Context: an optimization exercise on an open-source flow, tuned for small area, a short achievable clock period and few clock cycles per item. The choices shown serve that exercise and are no tape-out recipe.
In this exercise RTL edits were held to simulation tests only and were not proved equivalent to the original.
Power and IR drop assume default switching activity.

==> amber: inputs <==
## ebpc_decoder
module ebpc_decoder
  (
   input logic                     clk_i,
   input logic                     rst_ni,
   input logic [DATA_W-1:0]        bpc_i,
   input logic                     bpc_last_i,
   input logic                     bpc_vld_i,
   output logic                    bpc_rdy_o,
   input logic [DATA_W-1:0]        znz_i,
   input logic                     znz_last_i,
   input logic                     znz_vld_i,
   output logic                    znz_rdy_o,
   input logic [LOG_MAX_WORDS-1:0] num_words_i,
   input logic                     num_words_vld_i,
   output logic                    num_words_rdy_o,
   output logic [DATA_W-1:0]       data_o,
   output logic                    last_o,
   output logic                    vld_o,
   input logic                     rdy_i
   );
Settings: LEC_CHECK=0, CAP_MARGIN=20, CORE_MARGIN=2, CORE_UTILIZATION=40, CTS_CLUSTER_DIAMETER=130, CTS_CLUSTER_SIZE=30, PLACE_DENSITY=0.6, SLEW_MARGIN=20; clock period 12.0 ns.
standard.sh (not shown) runs the stock make flow with config.mk's settings and CLKGATE_MAP_FILE= SYNTH_SCRIPT=/design/flow/synth_recipe.tcl, a recipe that flattens the netlist after the stock synthesis.
==> flow/flow/run.sh <==
#!/bin/bash
# Standard ORFS layout with timing repair aiming for extra setup slack and
# plain buffers on the ports (the clock period and constraints are unchanged).
set -euo pipefail
bash standard.sh SETUP_SLACK_MARGIN=8.4 'BUFFER_PORTS_ARGS=-buffer_cell sky130_fd_sc_hd__buf_2' finish > standard_flow.log 2>&1
==> cedar (differences from amber) <==
--- a/flow/design.v
+++ b/flow/design.v
@@ -46,17 +46,17 @@
    output logic [DATA_W-1:0]       data_o,
    output logic                    last_o,
    output logic                    vld_o,
    input logic                     rdy_i
    );
   logic [23:0] cnt_q;
   logic        act_q, fin_q, nxt_q;
-  logic [7:0]  z0_q, z1_q;
-  logic        zv0_q, zv1_q;
-  logic        zl0_q, zl1_q;
+  logic [7:0]  z0_q, z1_q, z2_q;
+  logic        zv0_q, zv1_q, zv2_q;
+  logic        zl0_q, zl1_q, zl2_q;
   logic [7:0]  zp_q;
   logic [3:0]  zc_q;
   logic        zrun_q;         
   logic        fv0_q, fv1_q, fn0_q, fn1_q, fe0_q, fe1_q;
   logic [7:0]  od0_q, od1_q;
   logic        ov0_q, ov1_q, ol0_q, ol1_q;
   logic [7:0]  b0_q, b1_q, b2_q;
@@ -66,15 +66,15 @@
   logic        inbase_q;       
   logic [3:0]  k_q;            
   logic [6:0]  pl_q [8];       
   logic [7:0]  base_q;
   logic        dfull_q;        
   logic [7:0]  acc_q;
   logic [7:0]  row_q [7];
-  logic [7:0]  om_q;           
+  logic [2:0]  om_q;
   logic        ov_q;
   logic        adv, odone, ld_out;
   function automatic logic [7:0] window8(input logic [7:0] s0, input logic [7:0] s1,
                                          input logic [7:0] p);
     logic [15:0] c;
     c = {s0, s1};
     window8 = '0;
@@ -85,25 +85,26 @@
   logic [7:0]  zwin;
   logic        zbit, zrun, zsym_ok, zadv;
   logic [3:0]  zcnt;
   assign zwin    = window8(z0_q, z1_q, zp_q);
   assign zbit    = zwin[7];
   assign zcnt    = zwin[6:3];
   assign zrun    = zrun_q;
-  assign zsym_ok = zv0_q && (zv1_q || zl0_q || (|zp_q[3:0]) || zbit);
+  assign zsym_ok = zv0_q && (zv1_q || zl0_q);
   assign zadv    = act_q && !fv1_q && (zrun || zsym_ok);
   logic nwr_q;
   assign num_words_rdy_o = nwr_q;
   logic nw_take;
   assign nw_take = num_words_vld_i && nwr_q;
   always_ff @(posedge clk_i or negedge rst_ni) begin
     if (!rst_ni) begin
       act_q  <= 1'b0;
       fin_q  <= 1'b0;
       nxt_q  <= 1'b0;
+      nwr_q  <= 1'b1;
     end else begin
       logic a, f, n;
       {a, f, n} = {act_q, fin_q, nxt_q};
       if (!act_q) begin
         if (nw_take) begin
           f = (num_words_i == '0);
           a = 1'b1;
@@ -122,44 +123,18 @@
             a = 1'b0;
             f = 1'b0;
           end
         end else if (nw_take)
           n = 1'b1;
       end
       {act_q, fin_q, nxt_q} <= {a, f, n};
+      nwr_q <= !a || (f && !n);
     end
   end
   always_ff @(posedge clk_i) begin
-    logic a, f, n;
-    {a, f, n} = {act_q, fin_q, nxt_q};
-    if (!act_q) begin
-      if (nw_take) begin
-        f = (num_words_i == '0);
-        a = 1'b1;
-      end
-    end else if (!fin_q) begin
-      if (zadv)
-        f = (cnt_q == 24'd1);
-    end else begin
-      if (zadv) begin
-        if (nxt_q) begin
-          f = (cnt_q == '0);
-          n = 1'b0;
-        end else if (nw_take)
-          f = (num_words_i == '0);
-        else begin
-          a = 1'b0;
-          f = 1'b0;
-        end
-      end else if (nw_take)
-        n = 1'b1;
-    end
-    nwr_q <= !a || (f && !n);
-  end
-  always_ff @(posedge clk_i) begin
     if (nw_take)
       cnt_q <= num_words_i;
     else if (zadv && !fin_q)
       cnt_q <= cnt_q - 24'd1;
   end
   logic [7:0] zpn;
   logic [1:0] znpop;
@@ -182,49 +157,47 @@
     drop = zadv && fin_q && rest;
     znpop = {wrap && drop, wrap ^ drop};
     if (zadv && fin_q)
       zpn = 8'd1;
   end
   logic zrdy_q;
   assign znz_rdy_o = zrdy_q;
-  always_ff @(posedge clk_i) begin
-    logic v0a, v1a;
-    v0a = (znpop == 2'd0) ? zv0_q : (znpop == 2'd1) ? zv1_q : 1'b0;
-    v1a = (znpop == 2'd0) ? zv1_q : 1'b0;
-    zrdy_q <= !(v1a || (ztake && v0a));
-  end
   logic ztake;
   assign ztake = znz_vld_i && zrdy_q;
   always_ff @(posedge clk_i or negedge rst_ni) begin
     if (!rst_ni) begin
-      {zv0_q, zv1_q} <= '0;
-      {zl0_q, zl1_q} <= '0;
+      {zv0_q, zv1_q, zv2_q} <= '0;
+      {zl0_q, zl1_q, zl2_q} <= '0;
       zp_q <= 8'd1;
       zc_q <= '0;
       zrun_q <= 1'b0;
+      zrdy_q <= 1'b1;
     end else begin
-      logic v0, v1, l0, l1;
-      {v0, v1} = {zv0_q, zv1_q};
-      {l0, l1} = {zl0_q, zl1_q};
+      logic v0, v1, v2, l0, l1, l2;
+      {v0, v1, v2} = {zv0_q, zv1_q, zv2_q};
+      {l0, l1, l2} = {zl0_q, zl1_q, zl2_q};
       if (znpop == 2'd1) begin
-        {v0, v1} = {zv1_q, 1'b0};
-        {l0, l1} = {zl1_q, 1'b0};
+        {v0, v1, v2} = {zv1_q, zv2_q, 1'b0};
+        {l0, l1, l2} = {zl1_q, zl2_q, 1'b0};
       end else if (znpop == 2'd2) begin
-        {v0, v1} = 2'b00;
-        {l0, l1} = 2'b00;
+        {v0, v1, v2} = {zv2_q, 1'b0, 1'b0};
+        {l0, l1, l2} = {zl2_q, 1'b0, 1'b0};
       end
       if (ztake) begin
         if (!v0) begin
           v0 = 1'b1; l0 = znz_last_i;
-        end else begin
+        end else if (!v1) begin
           v1 = 1'b1; l1 = znz_last_i;
+        end else begin
+          v2 = 1'b1; l2 = znz_last_i;
         end
       end
-      {zv0_q, zv1_q} <= {v0, v1};
-      {zl0_q, zl1_q} <= {l0, l1};
+      {zv0_q, zv1_q, zv2_q} <= {v0, v1, v2};
+      zrdy_q <= !v2;
+      {zl0_q, zl1_q, zl2_q} <= {l0, l1, l2};
       zp_q <= zpn;
       if (zadv) begin
         if (fin_q) begin
           zc_q   <= '0;
           zrun_q <= 1'b0;
         end else if (zrun) begin
           zc_q   <= zc_q - 4'd1;
@@ -233,25 +206,31 @@
           zc_q   <= zcnt;
           zrun_q <= (zcnt != 4'd0);
         end
       end
     end
   end
   always_ff @(posedge clk_i) begin
-    logic v0;
-    v0 = zv0_q;
+    logic [7:0] s0, s1, s2;
+    logic       v0, v1;
+    {s0, s1, s2} = {z0_q, z1_q, z2_q};
+    {v0, v1} = {zv0_q, zv1_q};
     if (znpop == 2'd1) begin
-      z0_q <= z1_q;
-      v0 = zv1_q;
-    end else if (znpop == 2'd2)
-      v0 = 1'b0;
+      {s0, s1} = {z1_q, z2_q};
+      {v0, v1} = {zv1_q, zv2_q};
+    end else if (znpop == 2'd2) begin
+      s0 = z2_q;
+      {v0, v1} = {zv2_q, 1'b0};
+    end
     if (ztake) begin
-      if (!v0) z0_q <= znz_i;
-      else     z1_q <= znz_i;
+      if (!v0)      s0 = znz_i;
+      else if (!v1) s1 = znz_i;
+      else          s2 = znz_i;
     end
+    {z0_q, z1_q, z2_q} <= {s0, s1, s2};
   end
   logic emit, emit_nz, blk_end, opop;
   assign emit    = fv0_q && (!fn0_q || ov_q) && !ov1_q;
   assign emit_nz = emit && fn0_q;
   assign blk_end = emit && fe0_q;
   assign opop    = ov0_q && rdy_i;
   assign data_o = od0_q;
@@ -373,28 +352,22 @@
         if (bdrop)
           bpn = 8'd1;
       end
     end
   end
   logic brdy_q;
   assign bpc_rdy_o = brdy_q;
-  always_ff @(posedge clk_i) begin
-    logic v0a, v1a, v2a;
-    v0a = (bnpop == 2'd0) ? bv0_q : (bnpop == 2'd1) ? bv1_q : bv2_q;
-    v1a = (bnpop == 2'd0) ? bv1_q : (bnpop == 2'd1) ? bv2_q : 1'b0;
-    v2a = (bnpop == 2'd0) ? bv2_q : 1'b0;
-    brdy_q <= !(v2a || (btake && v0a && v1a));
-  end
   logic btake;
   assign btake = bpc_vld_i && brdy_q;
   always_ff @(posedge clk_i or negedge rst_ni) begin
     if (!rst_ni) begin
       {bv0_q, bv1_q, bv2_q} <= '0;
       {bl0_q, bl1_q, bl2_q} <= '0;
       bp_q     <= 8'd1;
+      brdy_q   <= 1'b1;
       inbase_q <= 1'b1;
       dfull_q  <= 1'b0;
     end else begin
       logic v0, v1, v2, l0, l1, l2;
       {v0, v1, v2} = {bv0_q, bv1_q, bv2_q};
       {l0, l1, l2} = {bl0_q, bl1_q, bl2_q};
       if (bnpop == 2'd1) begin
@@ -410,14 +383,15 @@
         end else if (!v1) begin
           v1 = 1'b1; l1 = bpc_last_i;
         end else begin
           v2 = 1'b1; l2 = bpc_last_i;
         end
       end
       {bv0_q, bv1_q, bv2_q} <= {v0, v1, v2};
+      brdy_q <= !v2;
       {bl0_q, bl1_q, bl2_q} <= {l0, l1, l2};
       bp_q <= bpn;
       if (d_base)
         inbase_q <= 1'b0;
       if (d_end) begin
         inbase_q <= 1'b1;
         dfull_q  <= 1'b1;
@@ -451,37 +425,34 @@
       k_q  <= kn;
     end
     for (int i = 0; i < 8; i++)
       if (d_sym && k_q <= 4'(i))
         pl_q[i] <= newpl;
   end
   assign adv    = emit_nz;
-  assign odone  = (adv && (om_q[7] || fe0_q)) || (blk_end && ov_q && !om_q[0]);
+  assign odone  = (adv && (om_q == 3'd7 || fe0_q)) || (blk_end && ov_q && om_q != 3'd0);
   assign ld_out = dfull_q && (!ov_q || odone);
   always_ff @(posedge clk_i or negedge rst_ni) begin
     if (!rst_ni)
       ov_q <= 1'b0;
     else if (ld_out)
       ov_q <= 1'b1;
     else if (odone)
       ov_q <= 1'b0;
   end
-  logic [7:0] dsel;
-  always_comb begin
-    dsel = '0;
-    for (int j = 0; j < 7; j++)
-      dsel = dsel | ({8{om_q[j]}} & row_q[j]);
-  end
   always_ff @(posedge clk_i) begin
     if (ld_out || odone)
-      om_q <= 8'd1;
+      om_q <= '0;
     else if (adv)
-      om_q <= {om_q[6:0], 1'b0};
+      om_q <= om_q + 3'd1;
     if (ld_out) begin
       acc_q <= base_q;
       for (int j = 0; j < 7; j++)
         for (int b = 0; b < 8; b++)
           row_q[j][b] <= pl_q[b][6-j];
-    end else if (adv)
-      acc_q <= acc_q + dsel;
+    end else if (adv) begin
+      acc_q <= acc_q + row_q[0];
+      for (int j = 0; j < 6; j++)
+        row_q[j] <= row_q[j+1];
+    end
   end
 endmodule  
==> flow/flow/run.sh (replaced) <==
#!/bin/bash
# Standard ORFS layout, with timing repair aiming for extra setup slack
# (the clock period and constraints are unchanged).
set -euo pipefail
bash standard.sh SETUP_SLACK_MARGIN=8 finish > standard_flow.log 2>&1
Settings changed: CTS_CLUSTER_DIAMETER 130 to default, CTS_CLUSTER_SIZE 30 to default.
==> xenon (differences from amber) <==
--- a/flow/design.v
+++ b/flow/design.v
@@ -53,16 +53,16 @@
   logic [7:0]  z0_q, z1_q;
   logic        zv0_q, zv1_q;
   logic        zl0_q, zl1_q;
   logic [7:0]  zp_q;
   logic [3:0]  zc_q;
   logic        zrun_q;         
   logic        fv0_q, fv1_q, fn0_q, fn1_q, fe0_q, fe1_q;
-  logic [7:0]  od0_q, od1_q;
-  logic        ov0_q, ov1_q, ol0_q, ol1_q;
+  logic [7:0]  od0_q;
+  logic        ov0_q, ol0_q;
   logic [7:0]  b0_q, b1_q, b2_q;
   logic        bv0_q, bv1_q, bv2_q;
   logic        bl0_q, bl1_q, bl2_q;
   logic [7:0]  bp_q;
   logic        inbase_q;       
   logic [3:0]  k_q;            
   logic [6:0]  pl_q [8];       
@@ -245,66 +245,54 @@
     end else if (znpop == 2'd2)
       v0 = 1'b0;
     if (ztake) begin
       if (!v0) z0_q <= znz_i;
       else     z1_q <= znz_i;
     end
   end
-  logic emit, emit_nz, blk_end, opop;
-  assign emit    = fv0_q && (!fn0_q || ov_q) && !ov1_q;
+  logic emit, emit_nz, blk_end;
+  assign emit    = fv0_q && (!fn0_q || ov_q) && (!ov0_q || rdy_i);
   assign emit_nz = emit && fn0_q;
   assign blk_end = emit && fe0_q;
-  assign opop    = ov0_q && rdy_i;
   assign data_o = od0_q;
   assign last_o = ol0_q;
   assign vld_o  = ov0_q;
   always_ff @(posedge clk_i or negedge rst_ni) begin
     if (!rst_ni) begin
       {fv0_q, fv1_q} <= '0;
-      {ov0_q, ov1_q} <= '0;
+      ov0_q <= 1'b0;
     end else begin
       logic v0, v1;
       {v0, v1} = {fv0_q, fv1_q};
       if (emit)
         {v0, v1} = {fv1_q, 1'b0};
       if (zadv) begin
         if (!v0) v0 = 1'b1;
         else     v1 = 1'b1;
       end
       {fv0_q, fv1_q} <= {v0, v1};
-      {v0, v1} = {ov0_q, ov1_q};
-      if (opop)
-        {v0, v1} = {ov1_q, 1'b0};
-      if (emit) begin
-        if (!v0) v0 = 1'b1;
-        else     v1 = 1'b1;
-      end
-      {ov0_q, ov1_q} <= {v0, v1};
+      if (emit)
+        ov0_q <= 1'b1;
+      else if (rdy_i)
+        ov0_q <= 1'b0;
     end
   end
   always_ff @(posedge clk_i) begin
     logic v0;
     v0 = fv0_q;
     if (emit) begin
       {fn0_q, fe0_q} <= {fn1_q, fe1_q};
       v0 = fv1_q;
     end
     if (zadv) begin
       if (!v0) {fn0_q, fe0_q} <= {!zrun && zbit, fin_q};
       else     {fn1_q, fe1_q} <= {!zrun && zbit, fin_q};
     end
-    v0 = ov0_q;
-    if (opop) begin
-      {ol0_q, od0_q} <= {ol1_q, od1_q};
-      v0 = ov1_q;
-    end
-    if (emit) begin
-      if (!v0) {ol0_q, od0_q} <= {fe0_q, fn0_q ? acc_q : 8'd0};
-      else     {ol1_q, od1_q} <= {fe0_q, fn0_q ? acc_q : 8'd0};
-    end
+    if (emit)
+      {ol0_q, od0_q} <= {fe0_q, fn0_q ? acc_q : 8'd0};
   end
   logic [7:0]  win;
   assign win = window8(b0_q, b1_q, bp_q);
   logic c_raw, c_zero, c_run, c_ones, c_dbp, c_two, c_one;
   assign c_raw  = win[7];
   assign c_zero = win[7:6] == 2'b01;
   assign c_run  = win[7:5] == 3'b001;
@@ -416,15 +404,15 @@
       {bv0_q, bv1_q, bv2_q} <= {v0, v1, v2};
       {bl0_q, bl1_q, bl2_q} <= {l0, l1, l2};
       bp_q <= bpn;
       if (d_base)
         inbase_q <= 1'b0;
       if (d_end) begin
         inbase_q <= 1'b1;
-        dfull_q  <= 1'b1;
+        dfull_q  <= !ld_out;
       end else if (ld_out)
         dfull_q  <= 1'b0;
     end
   end
   always_ff @(posedge clk_i) begin
     logic [7:0] s0, s1, s2;
     logic       v0, v1;
@@ -452,15 +440,17 @@
     end
     for (int i = 0; i < 8; i++)
       if (d_sym && k_q <= 4'(i))
         pl_q[i] <= newpl;
   end
   assign adv    = emit_nz;
   assign odone  = (adv && (om_q[7] || fe0_q)) || (blk_end && ov_q && !om_q[0]);
-  assign ld_out = dfull_q && (!ov_q || odone);
+  logic d_top;
+  assign d_top  = d_sym && (k_q == 4'd8);
+  assign ld_out = (dfull_q || d_top) && (!ov_q || odone);
   always_ff @(posedge clk_i or negedge rst_ni) begin
     if (!rst_ni)
       ov_q <= 1'b0;
     else if (ld_out)
       ov_q <= 1'b1;
     else if (odone)
       ov_q <= 1'b0;
Settings changed: CTS_CLUSTER_DIAMETER 130 to 120, CTS_CLUSTER_SIZE 30 to 25.
==> summary of the runs <==
In amber the clock power is smaller than in cedar, by about 50%.
The highest design area belongs to cedar, the lowest to xenon.
Count of clock-buffer cells in the layout: cedar > xenon > amber.
Via count: cedar > amber > xenon.
The lowest sequential power belongs to xenon, the highest to cedar.
In amber the power is smaller than in cedar, by about 15%.
Between xenon and amber, the lower critical path depth is in amber (gap 5).
Testbench counts of amber, summed over its fixed seeds: cycles 29,214, words 28,155.
Testbench counts of cedar, summed over its fixed seeds: cycles 29,214, words 28,155.
Testbench counts of xenon, summed over its fixed seeds: cycles 29,134, words 28,155.

[port drivers added, routing unchanged]
The results above use ideal ports. As a check the final layouts listed here were re-extracted and re-timed, cells and wires unchanged.
Step 1: set_driving_cell puts a clkbuf_16 on clk_i and a buf_2 on each other input, an assumption about the parent block.
Step 2 times the ports against the registers' clock, not the clock port: input delays grow and output delays shrink by t, the midpoint of the rising clock arrivals with the driver on.
a / b / c = ideal / step 1 / step 2; a / b = the first two.
run | t (ns) | setup slack, ns | worst setup path at the end | clock arrival spread, ns | cell pins on the clock port's net
amber | 0.522 | 8.508 / 8.463 / 8.069 | input to register | 0.029 / 0.029 | 1
cedar | 0.593 | 8.130 / 8.079 / 7.661 | input to register | 0.012 / 0.013 | 1
xenon | 0.525 | 8.441 / 8.430 / 7.943 | input to register | 0.027 / 0.026 | 1
After both steps every run listed still meets setup and hold. The setup slack of xenon, which loses most, moves by -0.011 ns with the drivers and by -0.498 ns with both steps.
